Background: an optimization exercise with open tools, aiming at small area, a short achievable clock period and few clock cycles per item. Do not read the settings as production practice.
Function was checked by simulation only, so behaviour that the tests miss may differ from the original.

## design/flow/design.v

```verilog
`timescale 1ns / 1ps
module rotr
    #(parameter BW = 64)
    (
        input [BW - 1:0] val,     
        input [5:0] n_1,          
        input [5:0] n_2,          
        output [BW - 1:0] out
    );
    assign out = ((val >> n_1) | (val << (BW - n_1))) ^ ((val >> n_2) | (val << (BW - n_2)));
endmodule
module ascon_xor (input a, input b, output y);
    assign y = a ^ b;
endmodule
module ascon_xnor (input a, input b, output y);
    assign y = ~(a ^ b);
endmodule
module ascon_orn (input a, input b, output y);
    assign y = a | ~b;
endmodule
module ascon_or (input a, input b, output y);
    assign y = a | b;
endmodule
module ascon_muxi (input s, input a, input b, output y);
    assign y = ~(s ? a : b);
endmodule
module ascon_c1 (input x1, input x2, input x3, output y);
    assign y = x1 ? ~(x3 & x2) : (x3 & ~x2);
endmodule
module ascon_c1i (input x1, input x2n, input x3, output y);
    assign y = x1 ? ~(x3 & ~x2n) : (x3 & x2n);
endmodule
module ascon_c3 (input x0, input x3, input x4, output y);
    assign y = (x3 & x0) | (x3 & ~x4) | (x0 & ~x4);
endmodule
module ascon_nxt (input ld, input d, input h, input q, input advn, input rn, output n);
    assign n = ~((advn | rn) & ~((ld & d) | (h & q)));
endmodule
module ascon_rd (input [4:0] s, input [4:0] x, output y);
    assign y = |(s & x);
endmodule
`timescale 1ns / 1ps
module round_counter (
    input            clk,
    input            rstn,
    input            en,       
    input            inc,      
    output reg [3:0] dout,     
    output reg       done,     
    output           adv,      
    output     [3:0] knext     
);
    assign adv   = rstn & ~en & inc & ~done;
    assign knext = (dout == 4'd11) ? 4'd0 : dout + 4'd1;
    always @(posedge clk) begin
        if (!rstn || en) begin
            dout <= 4'd0;
            done <= 1'b0;
        end else if (inc && !done) begin
            dout <= dout + 4'd1;
            if (dout == 4'd11)
                done <= 1'b1;
        end
    end
endmodule
`timescale 1ns / 1ps
module ascon_p_serial_multiround     
     #(parameter BW = 64) (
         input clk,
         input rstn,
         input en,                        
         input en_inc,                    
         input [2:0] slice_idx,           
         input [BW-1:0] slice_in,         
         output reg [BW-1:0] slice_out,   
         output done                      
     );
    reg  [BW-1:0] x0, x1, x2, x3, x4;
    wire [3:0]    round;
    wire [3:0]    knext;
    wire          adv;
    round_counter round_ctr (
        .clk(clk), .rstn(rstn), .en(en), .inc(en_inc),
        .dout(round), .done(done), .adv(adv), .knext(knext)
    );
    wire [7:0] kadd = {knext, knext};     
    wire [BW-1:0] d0, d1, d2, d3, d4n;    
    genvar i;
    generate
        for (i = 0; i < BW; i = i + 1) begin : g_sbox
            wire b0, b2, t0n, t2n, c0, c1, c2n, c3, e4, b4;
            ascon_xor  XB0(.a(x0[i]), .b(x4[i]), .y(b0));
            ascon_orn  T2 (.a(x3[i]), .b(x4[i]), .y(t2n));           
            if (i >= 4 && i < 8) begin : g_inv
                ascon_xnor XB2(.a(x2[i]), .b(x1[i]), .y(b2));
                ascon_or   T0 (.a(x1[i]), .b(x2[i]), .y(t0n));       
                ascon_c1i  C1 (.x1(x1[i]), .x2n(x2[i]), .x3(x3[i]), .y(c1));
            end else begin : g_pos
                ascon_xor  XB2(.a(x2[i]), .b(x1[i]), .y(b2));
                ascon_orn  T0 (.a(x1[i]), .b(x2[i]), .y(t0n));       
                ascon_c1   C1 (.x1(x1[i]), .x2(x2[i]), .x3(x3[i]), .y(c1));
            end
            ascon_xnor XC0(.a(b0), .b(t0n), .y(c0));                 
            ascon_xor  XC2(.a(b2), .b(t2n), .y(c2n));                
            ascon_c3   C3 (.x0(x0[i]), .x3(x3[i]), .x4(x4[i]), .y(c3));
            ascon_xnor XE4(.a(x3[i]), .b(x0[i]), .y(e4));
            ascon_xor  XB4(.a(x4[i]), .b(x3[i]), .y(b4));
            ascon_muxi C4 (.s(x1[i]), .a(e4), .b(b4), .y(d4n[i]));   
            ascon_xnor XD0(.a(c0), .b(d4n[i]), .y(d0[i]));           
            ascon_xor  XD1(.a(c1), .b(c0), .y(d1[i]));               
            ascon_xnor XD3(.a(c3), .b(c2n), .y(d3[i]));              
            assign d2[i] = c2n;                                      
        end
    endgenerate
    wire ld0 = rstn & en & (slice_idx == 3'd0);
    wire ld1 = rstn & en & (slice_idx == 3'd1);
    wire ld2 = rstn & en & (slice_idx == 3'd2);
    wire ld3 = rstn & en & (slice_idx == 3'd3);
    wire ld4 = rstn & en & (slice_idx == 3'd4);
    wire h0  = rstn & ~ld0 & ~adv;
    wire h1  = rstn & ~ld1 & ~adv;
    wire h2  = rstn & ~ld2 & ~adv;
    wire h3  = rstn & ~ld3 & ~adv;
    wire h4  = rstn & ~ld4 & ~adv;
    wire advn = ~adv;
    wire [BW-1:0] n0, n1, n2, n3, n4;
    generate
        for (i = 0; i < BW; i = i + 1) begin : g_lin
            wire p0, p1, p2, p3, p4;      
            wire r0, r1, r2, r3, r4;      
            wire e2;
            ascon_xor  P0(.a(d0[(i+19)%64]),  .b(d0[(i+28)%64]),  .y(p0));
            ascon_xor  P1(.a(d1[(i+61)%64]),  .b(d1[(i+39)%64]),  .y(p1));
            ascon_xor  P2(.a(d2[(i+1)%64]),   .b(d2[(i+6)%64]),   .y(p2));
            ascon_xor  P3(.a(d3[(i+10)%64]),  .b(d3[(i+17)%64]),  .y(p3));
            ascon_xor  P4(.a(d4n[(i+7)%64]),  .b(d4n[(i+41)%64]), .y(p4));
            ascon_xnor R0(.a(p0), .b(d0[i]),  .y(r0));
            ascon_xnor R1(.a(p1), .b(d1[i]),  .y(r1));
            if (i < 8) begin : g_rc
                ascon_xor  K2(.a(d2[i]), .b(kadd[i]), .y(e2));
            end else begin : g_norc
                assign e2 = d2[i];
            end
            ascon_xnor R2(.a(p2), .b(e2),     .y(r2));
            ascon_xnor R3(.a(p3), .b(d3[i]),  .y(r3));
            ascon_xor  R4(.a(p4), .b(d4n[i]), .y(r4));              
            ascon_nxt  N0(.ld(ld0), .d(slice_in[i]), .h(h0), .q(x0[i]), .advn(advn), .rn(r0), .n(n0[i]));
            ascon_nxt  N1(.ld(ld1), .d(slice_in[i]), .h(h1), .q(x1[i]), .advn(advn), .rn(r1), .n(n1[i]));
            ascon_nxt  N2(.ld(ld2), .d(slice_in[i]), .h(h2), .q(x2[i]), .advn(advn), .rn(r2), .n(n2[i]));
            ascon_nxt  N3(.ld(ld3), .d(slice_in[i]), .h(h3), .q(x3[i]), .advn(advn), .rn(r3), .n(n3[i]));
            ascon_nxt  N4(.ld(ld4), .d(slice_in[i]), .h(h4), .q(x4[i]), .advn(advn), .rn(r4), .n(n4[i]));
        end
    endgenerate
    always @(posedge clk) begin
        x0 <= n0; x1 <= n1; x2 <= n2; x3 <= n3; x4 <= n4;
    end
    wire [4:0] sel;
    assign sel[0] = (slice_idx == 3'd0);
    assign sel[1] = (slice_idx == 3'd1);
    assign sel[2] = (slice_idx == 3'd2);
    assign sel[3] = (slice_idx == 3'd3);
    assign sel[4] = (slice_idx == 3'd4);
    wire [BW-1:0] rd;
    generate
        for (i = 0; i < BW; i = i + 1) begin : g_rd
            ascon_rd RD(.s(sel), .x({x4[i], x3[i], x2[i], x1[i], x0[i]}), .y(rd[i]));
        end
    endgenerate
    always @(posedge clk)
        slice_out <= rd;
endmodule
```

## design/flow/flow/run.sh

```bash
#!/bin/bash
# Layout flow: the standard ORFS flow (standard.sh, all steps from
# synthesis to the final DEF), with the port buffers made of plain
# sky130_fd_sc_hd__buf_2 cells instead of the delay buffers buffer_ports
# picks by default. Everything ORFS prints goes to run_standard.log here;
# each ORFS step also keeps its own log under orfs/logs/.
set -euo pipefail
export BUFFER_PORTS_ARGS="-buffer_cell sky130_fd_sc_hd__buf_2"
bash standard.sh > run_standard.log 2>&1
```

## design/flow/standard.sh

```bash
#!/bin/bash
# synth_recipe.tcl (not shown) runs the flow's synth.tcl, then flattens the netlist and writes it again
# the make line also repeats each setting of config.mk as NAME=value (left out here)
make -C /OpenROAD-flow-scripts/flow DESIGN_CONFIG=/design/flow/config.mk WORK_HOME=/design/flow/orfs CLKGATE_MAP_FILE= SYNTH_SCRIPT=/design/flow/synth_recipe.tcl "${@:-finish}"
```

## design/flow/config.mk

```make
export PLATFORM = sky130hd
export DESIGN_NAME = ascon_p_serial_multiround
export DESIGN_NICKNAME = ascon_p_serial_multiround
export VERILOG_FILES = /design/flow/design.v
export SDC_FILE = /design/flow/constraint.sdc
export NUM_CORES = 4
export LEC_CHECK = 0
export CAP_MARGIN = 20
export CORE_MARGIN = 2
export CORE_UTILIZATION = 50
export CTS_BUF_LIST = sky130_fd_sc_hd__clkbuf_8
export CTS_CLUSTER_DIAMETER = 50
export CTS_CLUSTER_SIZE = 16
export PLACE_DENSITY = 0.72
export SETUP_SLACK_MARGIN = 1.9
export SLEW_MARGIN = 60
export SYNTH_HIERARCHICAL = 1
export SYNTH_MINIMUM_KEEP_SIZE = 0
```

## design/flow/constraint.sdc

```tcl
create_clock -name core_clock -period 4.2 [get_ports {clk}]
set_input_delay 0.8400 -clock core_clock [delete_from_list [all_inputs] [get_ports {clk}]]
set_output_delay 0.8400 -clock core_clock [all_outputs]
set_load 0.01 [all_outputs]
```

==> results of run 1 <==
## metal layers
| metal | track usage, % | share of wire [%] |
|---|---|---|
| met3 | 10.3 | 14 |
| met1 | 54.4 | 37 |
| met4 | 27.0 | 8.1 |
| met2 | 57.8 | 41 |
| met5 | 0 | 0.011 |
## critical path: stages (launching register included)
cell,delay (ns)
dfxtp_1,0.41
nand2b_1,0.20
xnor2_1,0.58
xor2_2,0.44
xor2_2,0.38
xnor2_1,0.23
o21ai_1,0.09
## what timing repair did
action | in CTS | in global routing
resized for setup | 13 | 32
pin swaps | 1 | 10
endpoints found under the setup margin | 15 | 36
buffers inserted | 0 | 14
endpoints found under the hold margin | 0 | 0
## per-stage QoR
step           std cells  hold WS [ns]
2_1_floorplan       2943         0.498
3_3_place_gp        3857         0.520
3_5_place_dp        3869         0.507
4_1_cts             3971         0.394
5_1_grt             3986         0.423
6_report            3987         0.423
## per-module statistics from Yosys (local to each module, per instance)
module / copies in the design / cells / flip-flops and latches / cell area [sq um]
ascon_c1: 60 / 2 / 0 / 13.8
ascon_c1i: 4 / 1 / 0 / 15.0
ascon_c3: 64 / 2 / 0 / 15.0
ascon_muxi: 64 / 1 / 0 / 10.0
ascon_nxt: 320 / 2 / 0 / 12.5
ascon_or: 4 / 1 / 0 / 6.26
ascon_orn: 124 / 1 / 0 / 6.26
ascon_p_serial_multiround: 1 / 412 / 384 / 7880
ascon_rd: 64 / 3 / 0 / 21.3
ascon_xnor: 516 / 1 / 0 / 8.76
ascon_xor: 708 / 1 / 0 / 8.76
round_counter: 1 / 31 / 5 / 282
## layout by cell type (no fill, tap or decap), drive strengths merged
cell / count
a21o: 1
a21oi: 3
a222oi: 64
a22oi: 384
a31oi: 4
and2: 1
and3b: 1
and4: 1
buf: 239
bufinv: 7
clkbuf: 60
clkinv: 11
clkinvlp: 7
dfxtp: 389
diode: 2
ha: 1
inv: 144
maj3: 64
mux2: 5
mux2i: 125
nand2: 66
nand2b: 129
nand3: 1
nand3b: 2
nor2: 14
nor2b: 2
nor3: 2
nor3b: 1
o21ai: 321
or2: 4
or3: 1
xnor2: 517
xor2: 710
## cell families after synthesis
logic type	count (synthesis)	synth area share [%]
and+or+nand+nor	225	4.57
muxes	130	4.80
adders and majority gates	65	2.66
DFF	389	28.3
xor gates and xnor gates	1227	39.0
buffers and inverters	130	1.84
AOI/OAI and AO/OA	777	18.8
## flip-flops by register name, summed over array words and instances (netlist names)
register,cells
slice_out,64
x0,64
x1,64
x2,64
x3,64
x4,64
round_ctr.dout,4
round_ctr.done,1
## final timing paths
path / start / endpoint / slack, ns / cells after the start
worst max-delay path: x1[28]$_DFF_P_ / x1[53]$_DFF_P_ / 1.76 / 6
worst min-delay path: slice_in[6] / x4[6]$_DFF_P_ / 0.42 / 3
worst max register to register: x1[28]$_DFF_P_ / x1[53]$_DFF_P_ / 1.76 / 6
worst min register to register: round_ctr.done$_SDFFE_PP0P_ / round_ctr.done$_SDFFE_PP0P_ / 0.54 / 2
## final cells by class
class                   instances  share of cell area, %
diodes                          2                 0.0148
clock buffers                  60                   2.45
clock inverters                42                   1.56
inverters                     127                   1.42
multi-input cells            2424                   63.9
flip-flops and latches        389                   23.1
well taps                     704                   2.61
repair buffers                239                   4.96
==> impl_metrics.json, run 1 <==
{
  "status": "finished clean",
  "start_kind": "register",
  "syn_avg_cell_area_sq_um": 9.36,
  "ys_seq_area_share_pct": 28.3,
  "placed_area_sq_um": 31700,
  "clkSinkCount": 389,
  "grt_pass1_vias": 23300,
  "syn_to_final_growth_pct": 22.6,
  "routed_wl_microns": 119000,
  "drc": 0,
  "cts-root-buf": "clkbuf_8",
  "core_area_sq_um": 54800,
  "synth_cell_types": 37,
  "synth_area_leaders": "dfxtp_1 (28%), xor2_1 (23%), xnor2_1 (16%), a22oi_1 (10%), o21ai_1 (5.8%)",
  "ff_latch_area_sq_um": 7790,
  "maxSlewViolCount": 0,
  "drv_cap": 0,
  "setup_ws_ns": 1.76,
  "relSlewSlack_pct": 53.5,
  "synthTopCellsByCount": "xor2_1 (710), xnor2_1 (517), dfxtp_1 (389), a22oi_1 (384), o21ai_1 (320)",
  "ant_nets": 0,
  "min_path_type": "in -> reg",
  "cts.clk_slew.worst_paths_ns": 0.09,
  "syn-cell-area_sq_um": 27500,
  "max-clock-path-buffers": 3,
  "finalSetupTns_ns": 0,
  "worstSkewPairLatency_ns": 0.72,
  "post-dp-hpwl_microns": 84600,
  "cts-hold-fix-buffers": 0,
  "cts_tree": "built",
  "dr.pass1.iters": 10,
  "cp_data_arrival_time_ns": 3.03,
  "drive_above_1_share_pct": 21.2,
  "fmax_mhz": 410,
  "yosysWarnings": 8,
  "multi_input_area_sq_um": 21600,
  "wl_per_cell_microns": 30.0,
  "globalRoute.totalOverflow": 0,
  "synth_top_area_share_pct": 28.3,
  "drt_iter0_drc": 4145,
  "synth_nets": 3015,
  "ys_ff_latch": 389,
  "synth-edff-count": 0,
  "top_level_ports": 136,
  "dp_slack_ns": 1.46,
  "finClkSkew_ns": 0.0271,
  "dieWidth_microns": 239,
  "rsz0062_at_grt": "yes",
  "port_buffers": 135,
  "timing.final.crit_period_ns": 2.44,
  "required_ns": 4.79,
  "fp.dieH_microns": 239,
  "fin_nets": 3308,
  "synth_ff_type": "dfxtp_1",
  "start_util_pct": 50.3,
  "criticalPathCategory": "reg -> reg",
  "fill_cells": 4659,
  "path_max_fanout": 6,
  "antenna_found_initial": 2,
  "htreeDepth": 2,
  "vias": 25300,
  "grt_use_total_pct": 40.7,
  "yosysMostFrequentCell": "xor2_1",
  "worst_slew_pin_slew_ns": 0.692,
  "post-route-period-util_pct": 58.1,
  "synth_top_area_cell": "dfxtp_1",
  "cts_buffers": 55,
  "fin_util_pct": 61.6,
  "viasPerCell": 6.36,
  "critPathCaptureType": "register",
  "rows": 86,
  "async_flop_share_pct": 0,
  "netlist_instances": 2943,
  "finalInstanceArea_sq_um": 33800,
  "place_congestion": 1.08,
  "dieArea_sq_um": 57000,
  "finalSetupViolations": 0,
  "hold_viol": 0,
  "grt_pass1_wl_microns": 168000,
  "grt_max_degree": 77
}
Testbench counts, summed over its fixed seeds: cycles 6,576, items 384.
==> run 2, diff against run 1 <==
--- a/design/flow/config.mk
+++ b/design/flow/config.mk
@@ -8,11 +8,11 @@
 export CAP_MARGIN = 20
 export CORE_MARGIN = 2
 export CORE_UTILIZATION = 50
-export CTS_BUF_LIST = sky130_fd_sc_hd__clkbuf_8
-export CTS_CLUSTER_DIAMETER = 50
-export CTS_CLUSTER_SIZE = 16
+export CTS_BUF_LIST = sky130_fd_sc_hd__clkbuf_16
+export CTS_CLUSTER_DIAMETER = 85
+export CTS_CLUSTER_SIZE = 25
 export PLACE_DENSITY = 0.72
-export SETUP_SLACK_MARGIN = 1.9
+export SETUP_SLACK_MARGIN = 2.05
 export SLEW_MARGIN = 60
 export SYNTH_HIERARCHICAL = 1
 export SYNTH_MINIMUM_KEEP_SIZE = 0
==> run 2 against run 1 <==
Effect of this change: cell area grew 4.5%; critical endpoint is now x1[23]$_DFF_P_; clock skew grew 0.0011 ns; via count grew 1.2%; largest cell class unchanged; global-route usage is essentially flat.
==> impl_metrics.json, run 2 <==
{
  "finalSetupTns_ns": 0,
  "n_antenna_cell": 0,
  "critPathCaptureType": "register",
  "fin_nets": 3335,
  "synth_top_area_cell": "dfxtp_1",
  "routed_wl_microns": 121000,
  "final_common_cell": "xor2_1",
  "synth_top_area_share_pct": 28.3,
  "vias": 25700,
  "finalInstanceArea_sq_um": 35300,
  "core_area_sq_um": 54800,
  "final_cell_mix": "xor2_1 (559), a22oi_1 (384), dfxtp_1 (379), xnor2_1 (357), o21ai_1 (320)",
  "relSlewSlack_pct": 57.0,
  "rows": 86,
  "criticalPathCategory": "reg -> reg",
  "cts-root-buf": "clkbuf_16",
  "grt_pass1_wl_microns": 169000,
  "maxSlewViolCount": 0,
  "placed_area_sq_um": 31700,
  "cts.clk_slew.worst_paths_ns": 0.11,
  "rsz0062_at_grt": "yes",
  "post-dp-hpwl_microns": 84600,
  "finClkSkew_ns": 0.0282,
  "yosysWarnings": 8,
  "grt_max_degree": 77,
  "drv_cap": 0,
  "cp_data_arrival_time_ns": 2.79,
  "r2r_slack_ns": 1.91,
  "syn_avg_cell_area_sq_um": 9.36,
  "grt_pass1_vias": 23300,
  "dieArea_sq_um": 57000,
  "syn-cell-area_sq_um": 27500,
  "htreeDepth": 1,
  "drive_above_1_share_pct": 24.4,
  "syn_to_final_growth_pct": 28.2,
  "finalSetupViolations": 0,
  "async_flop_share_pct": 0,
  "synth_area_leaders": "dfxtp_1 (28%), xor2_1 (23%), xnor2_1 (16%), a22oi_1 (10%), o21ai_1 (5.8%)",
  "fin_cells": 3986,
  "drt_iter0_drc": 4476,
  "path_max_fanout": 6,
  "synth_nets": 3015,
  "dieWidth_microns": 239,
  "cts_tree": "built",
  "synth_cell_types": 37,
  "worst_slew_pin_slew_ns": 0.641,
  "start_util_pct": 50.3,
  "port_buffers": 135,
  "status": "finished clean",
  "ys_seq_area_share_pct": 28.3,
  "max-clock-path-buffers": 3,
  "timing.hold.ws_ns": 0.522,
  "start_kind": "register",
  "yosysMostFrequentCell": "xor2_1",
  "worstSkewPairLatency_ns": 0.62,
  "netlist_instances": 2943,
  "dpl.cell_count": 3869,
  "top_level_ports": 136,
  "min_path_type": "in -> reg",
  "post-route-period-util_pct": 54.5,
  "ys_ff_latch": 389,
  "synth_ff_type": "dfxtp_1",
  "synth-edff-count": 0,
  "hold_viol": 0,
  "clkSinkCount": 389,
  "wl_per_cell_microns": 30.3,
  "drc": 0,
  "fin_util_pct": 64.4,
  "required_ns": 4.70,
  "viasPerCell": 6.44,
  "cts_buffers": 26,
  "synthTopCellsByCount": "xor2_1 (710), xnor2_1 (517), dfxtp_1 (389), a22oi_1 (384), o21ai_1 (320)",
  "grt_use_total_pct": 40.7,
  "fp.dieH_microns": 239,
  "timing.final.crit_period_ns": 2.29,
  "antenna_found_initial": 0,
  "fmax_mhz": 437,
  "dr.pass1.iters": 8,
  "ant_nets": 0,
  "globalRoute.totalOverflow": 0,
  "place_congestion": 1.08
}
-- run 2: final timing paths --
| check | cells after the start | start | endpoint |
|---|---|---|---|
| max | 6 | x1[62]$_DFF_P_ | x1[23]$_DFF_P_ |
| min | 3 | slice_in[43] | x3[43]$_DFF_P_ |
| min reg2reg | 2 | round_ctr.done$_SDFFE_PP0P_ | round_ctr.done$_SDFFE_PP0P_ |
| max reg2reg | 6 | x1[62]$_DFF_P_ | x1[23]$_DFF_P_ |
-- run 2: kinds of logic (layout without fill, tap and decap cells) --
family | after synthesis | count (layout) | share of synthesized area [%]
buf+inv | 130 | 469 | 1.84
flops | 389 | 389 | 28.3
compound gates | 777 | 777 | 18.8
mux | 130 | 130 | 4.80
fa+ha+maj | 65 | 65 | 2.66
xor+xnor | 1227 | 1227 | 39.0
simple gates | 225 | 225 | 4.57
-- run 2: repair_timing --
item                       in CTS  in global routing
resized for setup              90                137
hold buffers                    0                  0
setup endpoints to repair      71                146
pin swaps                      24                 35
buffers inserted               27                 43
-- run 2: modules after synthesis, one instance, submodules excluded, a selection --
module                     times used  area, sq um
ascon_rd                           64         21.3
round_counter                       1          282
ascon_c3                           64         15.0
ascon_xor                         708         8.76
ascon_nxt                         320         12.5
ascon_p_serial_multiround           1         7880
-- run 2: layout make-up --
type	instances	area [sq um]
sequential	389	7800
clock buffer	27	676
inverter	127	480
multi-input combinational	2424	23000
tap	704	881
timing repair buffer	295	2200
clock inverter	20	248
fill	4416	19500
-- run 2: critical path, stage by stage, from the launching register on --
cell      delay, ns
dfxtp_1        0.40
nand2b_1       0.18
xnor2_1        0.43
xor2_1         0.52
xor2_1         0.41
xnor2_1        0.18
o21ai_1        0.07
-- run 2: stage by stage --
stage | setup slack, ns
after CTS | 1.95
after global routing | 1.90
after global placement | 1.16
after detailed placement | 1.46
final | 1.91
after floorplan | -0.249
-- run 2: metal layers --
metal	vias to the layer above	part of all wire, %	track usage, %
met5	-	0	0
met2	1997	41	58.6
met1	12400	37	55.1
li1	10900	-	-
met4	0	8.3	26.0
met3	400	14	9.05
==> run 3, diff against run 2 <==
--- a/design/flow/config.mk
+++ b/design/flow/config.mk
@@ -12,7 +12,7 @@
 export CTS_CLUSTER_DIAMETER = 85
 export CTS_CLUSTER_SIZE = 25
 export PLACE_DENSITY = 0.72
-export SETUP_SLACK_MARGIN = 2.05
+export SETUP_SLACK_MARGIN = 1.75
 export SLEW_MARGIN = 60
 export SYNTH_HIERARCHICAL = 1
 export SYNTH_MINIMUM_KEEP_SIZE = 0
==> run 3 against run 2 <==
Effect of this change: still clean; core utilization shrank 4.3 points; clock skew is 0.0023 ns higher; synthesized cell count unchanged; flip-flop and latch count unchanged; first-iteration DRC count is 1.6% lower; critical path depth unchanged; sequential share of layout area increased by 1.5 points.
==> impl_metrics.json, run 3 <==
{
  "htreeDepth": 1,
  "max-clock-path-buffers": 3,
  "port_buffers": 135,
  "fin_nets": 3265,
  "core_area_sq_um": 54800,
  "cpMostUsedCell": "xnor2_1",
  "rows": 86,
  "use_met1_pct": 54.8,
  "syn_avg_cell_area_sq_um": 9.36,
  "finalSetupTns_ns": 0,
  "cts_resized": 0,
  "required_ns": 4.67,
  "clkSinkCount": 389,
  "finalSetupViolations": 0,
  "setup_ws_ns": 1.74,
  "final_common_cell": "xor2_1",
  "crit_family": "XOR/XNOR gates",
  "relSlewSlack_pct": 55.0,
  "synth-edff-count": 0,
  "worst_slew_pin_slew_ns": 0.662,
  "met2_usage_pct": 57.8,
  "ys_seq_area_share_pct": 28.3,
  "post-dp-hpwl_microns": 84600,
  "cts-hold-fix-buffers": 0,
  "netlist_instances": 2943,
  "cp_data_arrival_time_ns": 2.93,
  "hold_viol": 0,
  "syn_to_final_growth_pct": 19.7,
  "path_buf_inv": 0,
  "fill_cells": 4736,
  "critPathMaxStageDelay_ns": 0.54,
  "start_kind": "register",
  "synth_cell_types": 37,
  "cts-root-buf": "clkbuf_16",
  "grt_pass1_wl_microns": 167000,
  "top_level_ports": 136,
  "cts_buffers": 26,
  "worstSkewPairLatency_ns": 0.62,
  "criticalPathCategory": "reg -> reg",
  "place_congestion": 1.08,
  "grt_use_total_pct": 40.2,
  "vias": 25000,
  "antenna_found_initial": 0,
  "fmax_mhz": 407,
  "grt_max_degree": 77,
  "critPathCaptureType": "register",
  "start_util_pct": 50.3,
  "final_cell_mix": "xor2_1 (612), xnor2_1 (420), dfxtp_1 (389), a22oi_1 (384), o21ai_1 (320)",
  "synth_top_area_share_pct": 28.3,
  "synth_nets": 3015,
  "timing.final.crit_period_ns": 2.46,
  "min_path_type": "in -> reg",
  "cts_tree": "built",
  "dp_slack_ns": 1.46,
  "ys_ff_latch": 389,
  "ant_nets": 0,
  "yosysWarnings": 8,
  "gr-max-usage-layer": "met2",
  "synth_ff_type": "dfxtp_1",
  "path_max_fanout": 6,
  "maxSlewViolCount": 0,
  "drt_iter0_drc": 4403,
  "dieArea_sq_um": 57000,
  "synth_top_area_cell": "dfxtp_1",
  "rsz0062_at_grt": "no",
  "dieWidth_microns": 239,
  "fp.dieH_microns": 239,
  "viasPerCell": 6.39,
  "crit_chain": "nand2b_1 -> xnor2_1 -> xor2_2 -> xor2_1 -> xnor2_1 -> o21ai_1",
  "crit_slowest_cell": "xor2_1",
  "yosysMostFrequentCell": "xor2_1",
  "synth_area_leaders": "dfxtp_1 (28%), xor2_1 (23%), xnor2_1 (16%), a22oi_1 (10%), o21ai_1 (5.8%)",
  "status": "finished clean",
  "globalRoute.totalOverflow": 0,
  "finClkSkew_ns": 0.0305,
  "gr-usage-met3_pct": 8.86,
  "post-route-period-util_pct": 58.5,
  "drc": 0,
  "routed_wl_microns": 118000,
  "syn-cell-area_sq_um": 27500,
  "synthTopCellsByCount": "xor2_1 (710), xnor2_1 (517), dfxtp_1 (389), a22oi_1 (384), o21ai_1 (320)",
  "drv_cap": 0,
  "postCtsSetupBuffers": 0,
  "cts.clk_slew.worst_paths_ns": 0.11,
  "drive_above_1_share_pct": 18.7,
  "grt_pass1_vias": 22800,
  "dr.pass1.iters": 9,
  "wl_per_cell_microns": 30.1,
  "n_antenna_cell": 0,
  "async_flop_share_pct": 0
}
==> run 3: changes by cell type in the layout (fill, tap and decap cells not counted), moves of 22 or more <==
cell and change:
xnor2_1 +63, buf_4 -62, xor2_1 +53, xnor2_4 -40, xor2_2 -31, xnor2_2 -23
xor2_4 -22
==> run 3: modules after synthesis (local to each module, per instance), excerpt <==
module,times used,flip-flops and latches,cell area (sq um)
ascon_orn,124,0,6.26
ascon_xor,708,0,8.76
ascon_xnor,516,0,8.76
ascon_c3,64,0,15.0
ascon_muxi,64,0,10.0
ascon_c1,60,0,13.8
ascon_nxt,320,0,12.5
round_counter,1,5,282
ascon_rd,64,0,21.3
ascon_c1i,4,0,15.0
ascon_p_serial_multiround,1,384,7880
==> run 3: kinds of logic after synthesis <==
logic type | after synthesis | synth area share (%)
AND/OR/NAND/NOR | 225 | 4.57
XOR/XNOR | 1227 | 39.0
buffers and inverters | 130 | 1.84
flip-flops | 389 | 28.3
AO/OA/AOI/OAI | 777 | 18.8
adder cells (fa/ha/maj) | 65 | 2.66
multiplexers | 130 | 4.80
==> run 3: stage by stage <==
| step | hold WS [ns] | cells | cell area [sq um] | util (%) |
|---|---|---|---|---|
| CTS | 0.514 | 3916 | 32600 | 59.6 |
| floorplan | 0.498 | 2943 | 27600 | - |
| global route | 0.531 | 3916 | 33000 | 60.2 |
| finish | 0.524 | 3916 | 33000 | 60.2 |
| detailed placement | 0.507 | 3869 | 31700 | 57.9 |
| global placement | 0.520 | 3857 | 30000 | 54.7 |
==> run 3: metal layers <==
metal / routed length (microns) / up-vias
li1: - / 10800
met1: 44000 / 12000
met2: 48800 / 1906
met3: 16200 / 369
met4: 9060 / 0
met5: 0 / -
==> run 3: layout make-up <==
class | instances | area [sq um] | share of cell area, %
flip-flops and latches | 389 | 7790 | 23.6
clock inverters | 20 | 248 | 0.752
well taps | 704 | 881 | 2.67
repair buffers | 225 | 1570 | 4.76
clock buffers | 27 | 676 | 2.05
multi-input cells | 2424 | 21300 | 64.7
inverters | 127 | 480 | 1.46
==> run 3: final timing paths <==
path | startpoint | endpoint | slack [ns] | cells after the start
min | slice_in[49] | x1[49]$_DFF_P_ | 0.52 | 3
max reg2reg | x1[28]$_DFF_P_ | x1[53]$_DFF_P_ | 1.74 | 6
max | x1[28]$_DFF_P_ | x1[53]$_DFF_P_ | 1.74 | 6
min reg2reg | round_ctr.done$_SDFFE_PP0P_ | round_ctr.done$_SDFFE_PP0P_ | 0.54 | 2
==> run 3: worst register-to-register path: cells and delay by family (launching register included) <==
| family | cells | cell delay [ns] |
|---|---|---|
| DFF | 1 | 0.41 |
| xor gates and xnor gates | 4 | 1.62 |
| and+or+nand+nor | 1 | 0.20 |
| AOI/OAI and AO/OA | 1 | 0.09 |
==> run 4, diff against run 3 <==
--- a/design/flow/config.mk
+++ b/design/flow/config.mk
@@ -11,8 +11,9 @@
 export CTS_BUF_LIST = sky130_fd_sc_hd__clkbuf_16
 export CTS_CLUSTER_DIAMETER = 85
 export CTS_CLUSTER_SIZE = 25
+export GPL_TIMING_DRIVEN = 0
 export PLACE_DENSITY = 0.72
-export SETUP_SLACK_MARGIN = 1.75
+export SETUP_SLACK_MARGIN = 1.9
 export SLEW_MARGIN = 60
 export SYNTH_HIERARCHICAL = 1
 export SYNTH_MINIMUM_KEEP_SIZE = 0
==> run 4 against run 3 <==
Effect of this change: core utilization grew 3.9 points; still clean; largest cell class unchanged; critical path depth stayed put; fmax increased by 1.0%.
==> impl_metrics.json, run 4 <==
{
  "status": "finished clean",
  "finalInstanceArea_sq_um": 35100,
  "drv_cap": 0,
  "port_buffers": 132,
  "syn_avg_cell_area_sq_um": 9.36,
  "criticalPathCategory": "reg -> reg",
  "synthTopCellsByCount": "xor2_1 (710), xnor2_1 (517), dfxtp_1 (389), a22oi_1 (384), o21ai_1 (320)",
  "placed_area_sq_um": 32800,
  "path_buf_inv": 0,
  "worst_slew_pin_slew_ns": 0.686,
  "cts.clk_slew.worst_paths_ns": 0.09,
  "ys_ff_latch": 389,
  "finClkSkew_ns": 0.0206,
  "drc": 0,
  "routed_wl_microns": 120000,
  "drive_above_1_share_pct": 23.3,
  "maxSlewViolCount": 0,
  "ant_nets": 0,
  "cts-hold-fix-buffers": 0,
  "dieArea_sq_um": 57000,
  "post-route-period-util_pct": 57.9,
  "grt_max_degree": 25,
  "cts_tree": "built",
  "cpMostUsedCell": "xor2_1",
  "grt_pass1_vias": 23900,
  "top_level_ports": 136,
  "worstSkewPairLatency_ns": 0.63,
  "antenna_found_initial": 5,
  "fin_util_pct": 64.1,
  "fp.dieH_microns": 239,
  "finalSetupViolations": 0,
  "async_flop_share_pct": 0,
  "wl_per_cell_microns": 29.8,
  "fill_cells": 4306,
  "core_area_sq_um": 54800,
  "relSlewSlack_pct": 54.1,
  "grt_use_total_pct": 40.6,
  "synth_ff_type": "dfxtp_1",
  "critPathMaxStageDelay_ns": 0.58,
  "place_congestion": 1.09,
  "timing.final.crit_period_ns": 2.43,
  "crit_slowest_cell": "xor2_1",
  "vias": 26000,
  "cp_data_arrival_time_ns": 2.94,
  "post-dp-hpwl_microns": 92300,
  "synth-edff-count": 0,
  "synth_nets": 3015,
  "path_max_fanout": 7,
  "cts_buffers": 28,
  "critPathCaptureType": "register",
  "fin_nets": 3353,
  "ys_seq_area_share_pct": 28.3,
  "dieWidth_microns": 239,
  "min_path_type": "in -> reg",
  "fmax_mhz": 411,
  "clkSinkCount": 389,
  "start_kind": "register",
  "rows": 86,
  "synth_area_leaders": "dfxtp_1 (28%), xor2_1 (23%), xnor2_1 (16%), a22oi_1 (10%), o21ai_1 (5.8%)",
  "rsz0062_at_grt": "yes",
  "start_util_pct": 50.3,
  "viasPerCell": 6.48,
  "globalRoute.totalOverflow": 0,
  "final_cell_mix": "xor2_1 (571), xnor2_1 (405), dfxtp_1 (389), a22oi_1 (384), o21ai_1 (320)",
  "syn-cell-area_sq_um": 27500,
  "dr.pass1.iters": 10,
  "final_common_cell": "xor2_1",
  "drt_iter0_drc": 4533,
  "synth_cell_types": 37,
  "yosysWarnings": 8,
  "synth_top_area_share_pct": 28.3,
  "htreeDepth": 1,
  "crit_family": "XOR/XNOR gates",
  "max-clock-path-buffers": 3,
  "cts-root-buf": "clkbuf_16",
  "netlist_instances": 2943,
  "crit_chain": "xor2_1 -> mux2i_4 -> xnor2_2 -> xor2_1 -> xnor2_1 -> o21ai_1",
  "synth_top_area_cell": "dfxtp_1",
  "required_ns": 4.71,
  "syn_to_final_growth_pct": 27.5,
  "hold_viol": 0,
  "yosysMostFrequentCell": "xor2_1",
  "grt_pass1_wl_microns": 169000
}
==> run 4: cell counts after synthesis <==
Identical to the previous run, type by type.
==> run 4: layer usage <==
metal  part of all wire (%)  vias to the layer above  wire length, microns  global-route usage, %
li1                       -                    10900                     -                      -
met2                     40                     2211                 48300                   56.5
met1                     35                    12300                 41700                   50.7
met4                    9.5                        6                 11400                   30.9
met5                  0.026                        -                    31                      0
met3                     15                      523                 18200                   14.9
==> run 4: kinds of logic (layout without fill, tap and decap cells) <==
kind of cell	after synthesis	after routing	synth area share [%]
flip-flops	389	389	28.3
multiplexers	130	130	4.80
buffers and inverters	130	490	1.84
adder cells (fa/ha/maj)	65	65	2.66
AND/OR/NAND/NOR	225	225	4.57
other	0	3	0
AO/OA/AOI/OAI	777	777	18.8
XOR/XNOR	1227	1227	39.0
==> run 4: final timing paths <==
kind,startpoint,endpoint,depth (start not counted),slack [ns]
hold reg to reg,round_ctr.done$_SDFFE_PP0P_,round_ctr.done$_SDFFE_PP0P_,2,0.53
hold / removal,slice_in[4],x4[4]$_DFF_P_,3,0.51
setup / recovery,x3[6]$_DFF_P_,x0[42]$_DFF_P_,6,1.77
setup reg to reg,x3[6]$_DFF_P_,x0[42]$_DFF_P_,6,1.77
==> run 4: final cells by class <==
class,count,area [sq um],area share (%)
clock buffer,29,726,2.07
multi-input combinational,2424,22300,63.6
antenna,3,7.51,0.0214
clock inverter,23,284,0.809
tap,704,881,2.51
buffer,3,42.5,0.121
timing repair buffer,308,2550,7.27
sequential,389,7790,22.2
inverter,127,480,1.37
==> run 4: metrics by stage <==
step	setup WS (ns)	std cells	setup TNS (ns)	hold slack (ns)
3_5_place_dp	0.887	3919	0	0.504
6_report	1.77	4010	0	0.509
3_3_place_gp	-4.87	3779	-1472.41	0.505
4_1_cts	1.90	3976	0	0.503
2_1_floorplan	-0.249	2943	-79.80	0.498
5_1_grt	1.84	4009	0	0.502
==> run 4: worst register-to-register path, cell delays in order, from the launching register on <==
cell and delay, ns:
dfxtp_1 0.50, xor2_1 0.28, mux2i_4 0.21, xnor2_2 0.48, xor2_1 0.58, xnor2_1 0.20, o21ai_1 0.08
==> run 4: repair_timing <==
item / 4_1_cts / 5_1_grt
pin swaps: 5 / 20
setup endpoints to repair: 81 / 52
hold endpoints to repair: 0 / 0
gates resized for setup: 11 / 42
setup buffers: 5 / 31
==> run 4: Yosys stat by module (local to each module, per instance) <==
| module | times used | cells |
|---|---|---|
| ascon_c1 | 60 | 2 |
| ascon_c1i | 4 | 1 |
| ascon_c3 | 64 | 2 |
| ascon_muxi | 64 | 1 |
| ascon_nxt | 320 | 2 |
| ascon_or | 4 | 1 |
| ascon_orn | 124 | 1 |
| ascon_p_serial_multiround | 1 | 412 |
| ascon_rd | 64 | 3 |
| ascon_xnor | 516 | 1 |
| ascon_xor | 708 | 1 |
| round_counter | 1 | 31 |
==> run 5, diff against run 4 <==
--- a/design/flow/config.mk
+++ b/design/flow/config.mk
@@ -11,9 +11,8 @@
 export CTS_BUF_LIST = sky130_fd_sc_hd__clkbuf_16
 export CTS_CLUSTER_DIAMETER = 85
 export CTS_CLUSTER_SIZE = 25
-export GPL_TIMING_DRIVEN = 0
 export PLACE_DENSITY = 0.72
 export SETUP_SLACK_MARGIN = 1.9
-export SLEW_MARGIN = 60
+export SLEW_MARGIN = 40
 export SYNTH_HIERARCHICAL = 1
 export SYNTH_MINIMUM_KEEP_SIZE = 0
==> run 5 against run 4 <==
Effect of this change: non-clock buffer count decreased by 68; global-route usage decreased by 0.42 points; final cell count decreased by 1.9%; fmax decreased by 1.5%; area after synthesis unchanged; die area unchanged; clock-buffer cell count decreased by 2; cell area decreased by 6.2%; critical path type unchanged; critical endpoint is now x0[3]$_DFF_P_; largest cell class unchanged.
==> impl_metrics.json, run 5 <==
{
  "place_congestion": 1.08,
  "dp_slack_ns": 1.14,
  "critPathCaptureType": "register",
  "synth_area_leaders": "dfxtp_1 (28%), xor2_1 (23%), xnor2_1 (16%), a22oi_1 (10%), o21ai_1 (5.8%)",
  "cts.clk_slew.worst_paths_ns": 0.11,
  "grt_use_total_pct": 40.2,
  "post-dp-hpwl_microns": 83200,
  "async_flop_share_pct": 0,
  "grt_pass1_wl_microns": 166000,
  "max-clock-path-buffers": 3,
  "synth_nets": 3015,
  "synth_ff_type": "dfxtp_1",
  "reg2regPathDepth": 6,
  "synthTopCellsByCount": "xor2_1 (710), xnor2_1 (517), dfxtp_1 (389), a22oi_1 (384), o21ai_1 (320)",
  "antenna_found_initial": 1,
  "syn-cell-area_sq_um": 27500,
  "clkSinkCount": 389,
  "globalRoute.totalOverflow": 0,
  "finalSetupViolations": 0,
  "worstSkewPairLatency_ns": 0.64,
  "worst_slew_pin_slew_ns": 0.866,
  "grt_max_degree": 185,
  "required_ns": 4.70,
  "final_cell_mix": "xor2_1 (610), xnor2_1 (433), dfxtp_1 (389), a22oi_1 (384), o21ai_1 (320)",
  "cp_data_arrival_time_ns": 2.96,
  "viasPerCell": 6.38,
  "wl_per_cell_microns": 30.1,
  "status": "finished clean",
  "core_area_sq_um": 54800,
  "n_antenna_cell": 0,
  "yosysWarnings": 8,
  "ys_seq_area_share_pct": 28.3,
  "synth_top_area_share_pct": 28.3,
  "synth-edff-count": 0,
  "timing.final.crit_period_ns": 2.47,
  "hold_depth": 3,
  "criticalPathCategory": "reg -> reg",
  "cts_buffers": 27,
  "post-route-period-util_pct": 58.7,
  "port_buffers": 135,
  "ant_nets": 0,
  "placed_area_sq_um": 30200,
  "netlist_instances": 2943,
  "dieWidth_microns": 239,
  "cts-root-buf": "clkbuf_16",
  "fmax_mhz": 405,
  "start_util_pct": 50.3,
  "drt_iter0_drc": 4346,
  "final_common_cell": "xor2_1",
  "cts_tree": "built",
  "syn_to_final_growth_pct": 19.6,
  "dr.pass1.iters": 12,
  "grt_pass1_vias": 22700,
  "setup_ws_ns": 1.73,
  "min_path_type": "in -> reg",
  "rsz0062_at_grt": "yes",
  "hold_viol": 0,
  "synth_cell_types": 37,
  "dieArea_sq_um": 57000,
  "fin_nets": 3284,
  "path_max_fanout": 7,
  "syn_avg_cell_area_sq_um": 9.36,
  "htreeDepth": 1,
  "rows": 86,
  "drive_above_1_share_pct": 18.8,
  "start_kind": "register",
  "ys_ff_latch": 389,
  "drv_cap": 0,
  "finalSetupTns_ns": 0,
  "yosysMostFrequentCell": "xor2_1",
  "synth_top_area_cell": "dfxtp_1",
  "maxSlewViolCount": 0,
  "finClkSkew_ns": 0.0406,
  "top_level_ports": 136,
  "fp.dieH_microns": 239,
  "routed_wl_microns": 119000,
  "relSlewSlack_pct": 42.1,
  "finalInstanceArea_sq_um": 32900,
  "drc": 0,
  "vias": 25100
}
run 5: path summary, 6_finish.rpt:
| check | end | slack [ns] | start |
|---|---|---|---|
| max | x0[3]$_DFF_P_ | 1.73 | x3[22]$_DFF_P_ |
| min | x3[45]$_DFF_P_ | 0.51 | slice_in[45] |
| max reg2reg | x0[3]$_DFF_P_ | 1.73 | x3[22]$_DFF_P_ |
| min reg2reg | round_ctr.done$_SDFFE_PP0P_ | 0.54 | round_ctr.done$_SDFFE_PP0P_ |
run 5: cell type report:
type | instances | area, sq um
Clock inverter | 21 | 275
Clock buffer | 27 | 676
Timing Repair Buffer | 243 | 1680
Tap cell | 704 | 881
Sequential cell | 389 | 7790
Multi-Input combinational cell | 2424 | 21200
Fill cell | 4797 | 21800
Inverter | 127 | 480
run 5: through the flow:
| stage | hold WS (ns) | util [%] | cells |
|---|---|---|---|
| 2_1_floorplan | 0.498 | - | 2943 |
| 3_3_place_gp | 0.520 | 54.7 | 3857 |
| 3_5_place_dp | 0.507 | 55.0 | 3857 |
| 4_1_cts | 0.508 | 58.2 | 3906 |
| 5_1_grt | 0.533 | 60.1 | 3935 |
| 6_report | 0.506 | 60.1 | 3935 |
run 5: worst max-delay path, stage by stage (launching register included):
cell and delay, ns:
dfxtp_1 0.53, xnor2_1 0.11, mux2i_1 0.57, xnor2_2 0.34, xor2_1 0.28, xnor2_2 0.39, o21ai_1 0.09
run 5: cell families (layout without fill, tap and decap cells):
kind of cell,Yosys count,count (layout),share of synthesized area (%)
xor gates and xnor gates,1227,1227,39.0
AOI/OAI and AO/OA,777,777,18.8
DFF,389,389,28.3
and+or+nand+nor,225,225,4.57
muxes,130,130,4.80
buffers and inverters,130,418,1.84
adders and majority gates,65,65,2.66
run 5: per-module statistics from Yosys, one instance, submodules excluded, excerpt:
module	copies in the design	cell area, sq um	cells inside	flops+latches
ascon_orn	124	6.26	1	0
ascon_p_serial_multiround	1	7880	412	384
ascon_nxt	320	12.5	2	0
ascon_xor	708	8.76	1	0
ascon_muxi	64	10.0	1	0
ascon_c1	60	13.8	2	0
ascon_or	4	6.26	1	0
ascon_rd	64	21.3	3	0
ascon_xnor	516	8.76	1	0
run 5: what timing repair did:
| item | 4_1_cts | 5_1_grt |
|---|---|---|
| endpoints found under the setup margin | 139 | 175 |
| setup buffers | 1 | 27 |
| hold buffers | 0 | 0 |
| resized for setup | 118 | 103 |
| cloned | 0 | 0 |
| pin swaps | 1 | 14 |
run 5: layer usage:
metal	routed length, microns	vias up	global-route usage (%)	part of all wire (%)
met3	16400	374	9.23	14
met2	49100	1818	58.6	41
met4	8710	2	23.0	7.3
met5	8	-	0	0.0067
li1	-	10800	-	-
met1	44400	12100	54.3	37
==> run 6, diff against run 5 <==
--- a/design/flow/flow/run.sh
+++ b/design/flow/flow/run.sh
@@ -6,4 +6,5 @@
 # each ORFS step also keeps its own log under orfs/logs/.
 set -euo pipefail
 export BUFFER_PORTS_ARGS="-buffer_cell sky130_fd_sc_hd__buf_2"
+export SETUP_MOVE_SEQUENCE="sizeup,swap,buffer"
 bash standard.sh > run_standard.log 2>&1
--- a/design/flow/config.mk
+++ b/design/flow/config.mk
@@ -13,6 +13,6 @@
 export CTS_CLUSTER_SIZE = 25
 export PLACE_DENSITY = 0.72
 export SETUP_SLACK_MARGIN = 1.9
-export SLEW_MARGIN = 40
+export SLEW_MARGIN = 60
 export SYNTH_HIERARCHICAL = 1
 export SYNTH_MINIMUM_KEEP_SIZE = 0
==> run 6 against run 5 <==
Effect of this change: highest routed layer is now met4; still clean; register-to-register slack improved by 0.11 ns; first-iteration DRC count is 2.6% lower; fmax is 4.9% higher.
==> impl_metrics.json, run 6 <==
{
  "status": "finished clean",
  "synth.area.mux_share_pct": 4.80,
  "cpMostUsedCell": "xnor2_1",
  "drive_above_1_share_pct": 19.8,
  "synth-simple-area-share_pct": 4.57,
  "critPathMaxStageDelay_ns": 0.53,
  "maxSlewViolCount": 0,
  "finalSetupTns_ns": 0,
  "path_max_fanout": 6,
  "crit_chain": "or2_1 -> xnor2_1 -> xor2_2 -> xor2_1 -> xnor2_1 -> o21ai_1",
  "synth_ff_type": "dfxtp_1",
  "syn-cell-area_sq_um": 27500,
  "min_path_type": "in -> reg",
  "globalRoute.totalOverflow": 0,
  "grt_pass1_wl_microns": 167000,
  "antenna_found_initial": 0,
  "fmax_mhz": 425,
  "top_level_ports": 136,
  "dieWidth_microns": 239,
  "crit_slowest_cell": "xor2_2",
  "finClkSkew_ns": 0.0242,
  "post-route-period-util_pct": 56.0,
  "synthTopCellsByCount": "xor2_1 (710), xnor2_1 (517), dfxtp_1 (389), a22oi_1 (384), o21ai_1 (320)",
  "grt_use_total_pct": 40.3,
  "place_congestion": 1.08,
  "port_buffers": 135,
  "hold_viol": 0,
  "placed_area_sq_um": 31700,
  "n_antenna_cell": 0,
  "routed_wl_microns": 118000,
  "drt_iter0_drc": 4235,
  "viasPerCell": 6.36,
  "cts-root-buf": "clkbuf_16",
  "finalSetupViolations": 0,
  "htreeDepth": 1,
  "finalInstanceArea_sq_um": 33300,
  "ys_seq_area_share_pct": 28.3,
  "start_kind": "register",
  "fin_nets": 3273,
  "yosysMostFrequentCell": "xor2_1",
  "r2r_slack_ns": 1.85,
  "ant_nets": 0,
  "criticalPathCategory": "reg -> reg",
  "timing.final.crit_period_ns": 2.35,
  "drv_cap": 0,
  "syn_avg_cell_area_sq_um": 9.36,
  "clkSinkCount": 389,
  "fp.dieH_microns": 239,
  "synth-compound-area-share_pct": 18.8,
  "required_ns": 4.70,
  "cp_data_arrival_time_ns": 2.86,
  "drc": 0,
  "final_cell_mix": "xor2_1 (595), xnor2_1 (409), dfxtp_1 (389), a22oi_1 (384), o21ai_1 (320)",
  "grt_max_degree": 77,
  "worst_slew_pin_slew_ns": 0.672,
  "synth-adder-area-share_pct": 2.66,
  "rows": 86,
  "synth-edff-count": 0,
  "netlist_instances": 2943,
  "relSlewSlack_pct": 55.0,
  "start_util_pct": 50.3,
  "yosysWarnings": 8,
  "synth_top_area_cell": "dfxtp_1",
  "dieArea_sq_um": 57000,
  "cts_tree": "built",
  "syn_to_final_growth_pct": 21.0,
  "dr.pass1.iters": 10,
  "core_area_sq_um": 54800,
  "worstSkewPairLatency_ns": 0.62,
  "cts-hold-fix-buffers": 0,
  "async_flop_share_pct": 0,
  "synth_cell_types": 37,
  "rsz0062_at_grt": "yes",
  "synth_top_area_share_pct": 28.3,
  "max-clock-path-buffers": 3,
  "critPathCaptureType": "register",
  "ys_ff_latch": 389,
  "wl_per_cell_microns": 30.1,
  "synth_xor_area_share_pct": 39.0,
  "synth_top_family_by_area": "XOR/XNOR gates",
  "vias": 25000,
  "fill_cells": 4691,
  "cts.clk_slew.worst_paths_ns": 0.11,
  "post-dp-hpwl_microns": 84600,
  "synth_area_leaders": "dfxtp_1 (28%), xor2_1 (23%), xnor2_1 (16%), a22oi_1 (10%), o21ai_1 (5.8%)",
  "final_common_cell": "xor2_1",
  "cts_buffers": 26,
  "grt_pass1_vias": 22800,
  "timing.hold.ws_ns": 0.519,
  "synth_nets": 3015
}
-- run 6: cell count changes in the layout (fill, tap and decap cells not counted), sizes merged --
cell / previous run / this run
buf: 243 / 233
clkinv: 2 / 5
clkinvlp: 3 / 1
inv: 142 / 140
-- run 6: cell families after synthesis --
logic type	Yosys count
mux	130
flops	389
compound gates	777
fa+ha+maj	65
buf+inv	130
simple gates	225
xor+xnor	1227
-- run 6: per-module statistics from Yosys (local to each module, per instance), excerpt --
module / area [sq um] / flops+latches
ascon_c1: 13.8 / 0
ascon_c1i: 15.0 / 0
ascon_c3: 15.0 / 0
ascon_muxi: 10.0 / 0
ascon_or: 6.26 / 0
ascon_orn: 6.26 / 0
ascon_p_serial_multiround: 7880 / 384
ascon_xor: 8.76 / 0
round_counter: 282 / 5
-- run 6: through the flow --
stage	cells	util (%)	setup slack (ns)
final	3924	60.8	1.85
after CTS	3916	59.7	1.83
after floorplan	2943	-	-0.249
after global placement	3857	54.7	1.16
after global routing	3924	60.8	1.83
after detailed placement	3869	57.9	1.46
-- run 6: final cells by class --
cell class	count	area, sq um	share of cell area [%]
Inverter	127	480	1.44
Timing Repair Buffer	233	1630	4.89
Multi-Input combinational cell	2424	21600	64.9
Sequential cell	389	7790	23.4
Clock buffer	27	676	2.03
Clock inverter	20	248	0.743
Tap cell	704	881	2.64
-- run 6: worst max-delay path: cells and delay by family, from the launching register on --
kind                      cells  cell delay, ns
xor gates and xnor gates      4            1.50
DFF                           1            0.41
and+or+nand+nor               1            0.25
AOI/OAI and AO/OA             1            0.08
-- run 6: worst paths after layout --
| path | start | to | depth (start not counted) |
|---|---|---|---|
| setup / recovery | x1[4]$_DFF_P_ | x1[7]$_DFF_P_ | 6 |
| hold / removal | slice_in[43] | x3[43]$_DFF_P_ | 3 |
| setup reg to reg | x1[4]$_DFF_P_ | x1[7]$_DFF_P_ | 6 |
| hold reg to reg | round_ctr.done$_SDFFE_PP0P_ | round_ctr.done$_SDFFE_PP0P_ | 2 |
-- run 6: metal layers --
layer / global-route usage, % / share of wire (%)
met1: 55.5 / 37
met2: 58.2 / 41
met3: 7.77 / 14
met4: 24.3 / 7.6
met5: 0 / 0
-- run 6: what timing repair did --
| item | 4_1_cts | 5_1_grt |
|---|---|---|
| setup endpoints to repair | 13 | 39 |
| buffers inserted | 0 | 8 |
| pin swaps | 0 | 8 |
| resized for setup | 11 | 37 |
==> run 7, diff against run 6 <==
--- a/design/flow/flow/run.sh
+++ b/design/flow/flow/run.sh
@@ -6,5 +6,4 @@
 # each ORFS step also keeps its own log under orfs/logs/.
 set -euo pipefail
 export BUFFER_PORTS_ARGS="-buffer_cell sky130_fd_sc_hd__buf_2"
-export SETUP_MOVE_SEQUENCE="sizeup,swap,buffer"
 bash standard.sh > run_standard.log 2>&1
--- a/design/flow/config.mk
+++ b/design/flow/config.mk
@@ -7,7 +7,7 @@
 export LEC_CHECK = 0
 export CAP_MARGIN = 20
 export CORE_MARGIN = 2
-export CORE_UTILIZATION = 50
+export CORE_UTILIZATION = 45
 export CTS_BUF_LIST = sky130_fd_sc_hd__clkbuf_16
 export CTS_CLUSTER_DIAMETER = 85
 export CTS_CLUSTER_SIZE = 25
==> run 7 against run 6 <==
Effect of this change: wire length up 0.29%; non-clock buffer count shrank 2; sequential share of layout area shrank 0.23 points; critical path type unchanged; largest cell class unchanged.
==> impl_metrics.json, run 7 <==
{
  "status": "finished clean",
  "synth_ff_type": "dfxtp_1",
  "synth-adder-area-share_pct": 2.66,
  "dr.pass1.iters": 9,
  "path_depth": 6,
  "hold_viol": 0,
  "synthTopCellsByCount": "xor2_1 (710), xnor2_1 (517), dfxtp_1 (389), a22oi_1 (384), o21ai_1 (320)",
  "routed_wl_microns": 119000,
  "netlist_instances": 2943,
  "crit_family": "XOR/XNOR gates",
  "final_cell_mix": "xor2_1 (591), xnor2_1 (395), dfxtp_1 (389), a22oi_1 (384), o21ai_1 (320)",
  "synth_xor_area_share_pct": 39.0,
  "min_from": "slice_in[58]",
  "htreeDepth": 1,
  "antenna_found_initial": 2,
  "reg2regPathDepth": 6,
  "viasPerCell": 6.31,
  "cpMostUsedCell": "xnor2_1",
  "path_max_fanout": 6,
  "cts-root-buf": "clkbuf_16",
  "fmax_mhz": 420,
  "crit_slowest_cell": "xor2_1",
  "grt_pass1_vias": 23100,
  "setup_ws_ns": 1.82,
  "finClkSkew_ns": 0.0182,
  "hold_depth": 3,
  "required_ns": 4.68,
  "dieArea_sq_um": 63200,
  "drive_above_1_share_pct": 20.4,
  "synth-simple-area-share_pct": 4.57,
  "r2r_end": "x1[6]$_DFF_P_",
  "ys_ff_latch": 389,
  "wl_per_cell_microns": 29.6,
  "worst_slew_pin_slew_ns": 0.703,
  "dieWidth_microns": 251,
  "post-dp-hpwl_microns": 84900,
  "path_buf_inv": 0,
  "synth_top_area_share_pct": 28.3,
  "synth_top_family_by_area": "XOR/XNOR gates",
  "cts-hold-fix-buffers": 0,
  "fin_util_pct": 55.7,
  "syn_to_final_growth_pct": 22.3,
  "dp_slack_ns": 1.39,
  "criticalPathCategory": "reg -> reg",
  "core_area_sq_um": 60500,
  "fin_nets": 3272,
  "synth-compound-area-share_pct": 18.8,
  "synth_nets": 3015,
  "syn-cell-area_sq_um": 27500,
  "yosysWarnings": 8,
  "crit_chain": "nand2b_1 -> xnor2_1 -> xor2_2 -> xor2_1 -> xnor2_1 -> o21ai_1",
  "drc": 0,
  "ant_nets": 0,
  "whs_endpoint": "x3[58]$_DFF_P_",
  "synth.area.mux_share_pct": 4.80,
  "drt_iter0_drc": 4059,
  "post-route-period-util_pct": 56.7,
  "port_buffers": 135,
  "globalRoute.totalOverflow": 0,
  "syn_avg_cell_area_sq_um": 9.36,
  "placed_area_sq_um": 31800,
  "cp_data_arrival_time_ns": 2.86,
  "finalInstanceArea_sq_um": 33700,
  "place_congestion": 1.05,
  "start_kind": "register",
  "rows": 90,
  "min_path_type": "in -> reg",
  "rsz0062_at_grt": "yes",
  "vias": 25300,
  "clkSinkCount": 389,
  "synth_top_area_cell": "dfxtp_1",
  "drv_cap": 0,
  "finalSetupViolations": 0,
  "r2r_slack_ns": 1.82,
  "critPathMaxStageDelay_ns": 0.51,
  "cts_tree": "built",
  "finalSetupTns_ns": 0,
  "yosysMostFrequentCell": "xor2_1",
  "grt_use_total_pct": 36.0,
  "ys_seq_area_share_pct": 28.3,
  "fp.dieH_microns": 251,
  "timing.final.crit_period_ns": 2.38,
  "async_flop_share_pct": 0,
  "top_level_ports": 136,
  "final_common_cell": "xor2_1",
  "worstSkewPairLatency_ns": 0.61,
  "critPathCaptureType": "register",
  "grt_pass1_wl_microns": 166000,
  "reg2reg_from": "x1[3]$_DFF_P_",
  "synth_area_leaders": "dfxtp_1 (28%), xor2_1 (23%), xnor2_1 (16%), a22oi_1 (10%), o21ai_1 (5.8%)",
  "relSlewSlack_pct": 52.9,
  "start_util_pct": 45.5,
  "synth_cell_types": 37,
  "grt_max_degree": 86,
  "cts.clk_slew.worst_paths_ns": 0.10,
  "maxSlewViolCount": 0,
  "max-clock-path-buffers": 3,
  "cts_buffers": 27,
  "synth-edff-count": 0
}
-- run 7: per-module statistics from Yosys (local to each module, per instance), a selection --
module                     flip-flops and latches  copies in the design  cell area (sq um)
ascon_p_serial_multiround                     384                     1               7880
round_counter                                   5                     1                282
ascon_xnor                                      0                   516               8.76
ascon_c1                                        0                    60               13.8
ascon_or                                        0                     4               6.26
ascon_c3                                        0                    64               15.0
-- run 7: worst min-delay path: stages --
cell and delay [ns]:
buf_2 0.13, a22oi_1 0.07, o21ai_1 0.07
-- run 7: area by class of cell --
type | count | area [sq um]
fillers | 5293 | 26800
clock inverters | 19 | 206
clock buffers | 27 | 676
flip-flops and latches | 389 | 7790
diodes | 1 | 2.50
inverters | 127 | 480
well taps | 782 | 978
repair buffers | 231 | 1690
multi-input cells | 2424 | 21800
-- run 7: through the flow --
step / std cells / hold WS [ns]
finish: 4000 / 0.536
detailed placement: 3931 / 0.522
global route: 3999 / 0.546
CTS: 3987 / 0.525
global placement: 3916 / 0.533
floorplan: 2943 / 0.498
-- run 7: worst max path at each step --
stage,from,endpoint
3_3_place_gp,en,x2[22]$_DFF_P_
2_1_floorplan,en,x0[0]$_DFF_P_
3_5_place_dp,en,x2[28]$_DFF_P_
4_1_cts,x4[12]$_DFF_P_,x1[37]$_DFF_P_
6_report,x1[3]$_DFF_P_,x1[6]$_DFF_P_
5_1_grt,x1[3]$_DFF_P_,x1[6]$_DFF_P_
-- run 7: timing repair --
| item | 4_1_cts | 5_1_grt |
|---|---|---|
| endpoints found under the hold margin | 0 | 0 |
| gates resized for setup | 10 | 35 |
| buffers inserted | 10 | 11 |
| pin swaps | 5 | 10 |
| setup endpoints to repair | 11 | 37 |
| gates cloned | 0 | 0 |
-- run 7: kinds of logic after synthesis --
logic type	Yosys count
compound gates	777
xor+xnor	1227
fa+ha+maj	65
buf+inv	130
flops	389
mux	130
simple gates	225
-- run 7: per-layer routing --
layer  GRT usage [%]  vias to the layer above  share of wire [%]
met5               0                        -              0.022
met1            46.8                    12300                 37
li1                -                    10800                  -
met2            52.3                     1802                 42
met3            10.3                      404                 13
met4            22.7                        4                7.4

separate check: timing with driven ports:
The flow's constraints put no driver on any port. The routed layouts listed below were extracted and timed again, unchanged, in two steps. Step 1 sets driving cells, clkbuf_16 on the clock port and buf_2 on the other inputs (assumed; they add their load-dependent delay and slew). Step 2 also shifts input and output timing later by t, the mid clock arrival at the registers, as if the neighbouring blocks saw the same clock. Three values: no drivers, after step 1, after step 2; two values: the first two.
| run | t, ns | setup slack, ns | worst hold slack (ns) | worst register clock-pin slew, ns | cell pins on the clock port's net |
|---|---|---|---|---|---|
| run 1 | 0.767 | 1.760 / 1.760 / 1.434 | 0.423 / 0.382 / 0.538 | 0.09 / 0.09 | 1 |
| run 2 | 0.671 | 1.913 / 1.913 / 1.525 | 0.522 / 0.480 / 0.541 | 0.11 / 0.11 | 1 |
| run 3 | 0.667 | 1.744 / 1.744 / 1.413 | 0.524 / 0.482 / 0.541 | 0.11 / 0.11 | 1 |
| run 4 | 0.680 | 1.770 / 1.770 / 1.279 | 0.509 / 0.471 / 0.528 | 0.10 / 0.10 | 1 |
| run 5 | 0.680 | 1.733 / 1.733 / 1.385 | 0.506 / 0.466 / 0.536 | 0.11 / 0.11 | 1 |
| run 6 | 0.671 | 1.847 / 1.847 / 1.406 | 0.519 / 0.481 / 0.541 | 0.11 / 0.11 | 1 |
| run 7 | 0.669 | 1.818 / 1.818 / 1.302 | 0.536 / 0.493 / 0.540 | 0.10 / 0.10 | 1 |
After both steps every run listed still meets setup and hold. The setup slack of run 7, which loses most, moves by 0.000 ns with the drivers and by -0.516 ns with both steps.
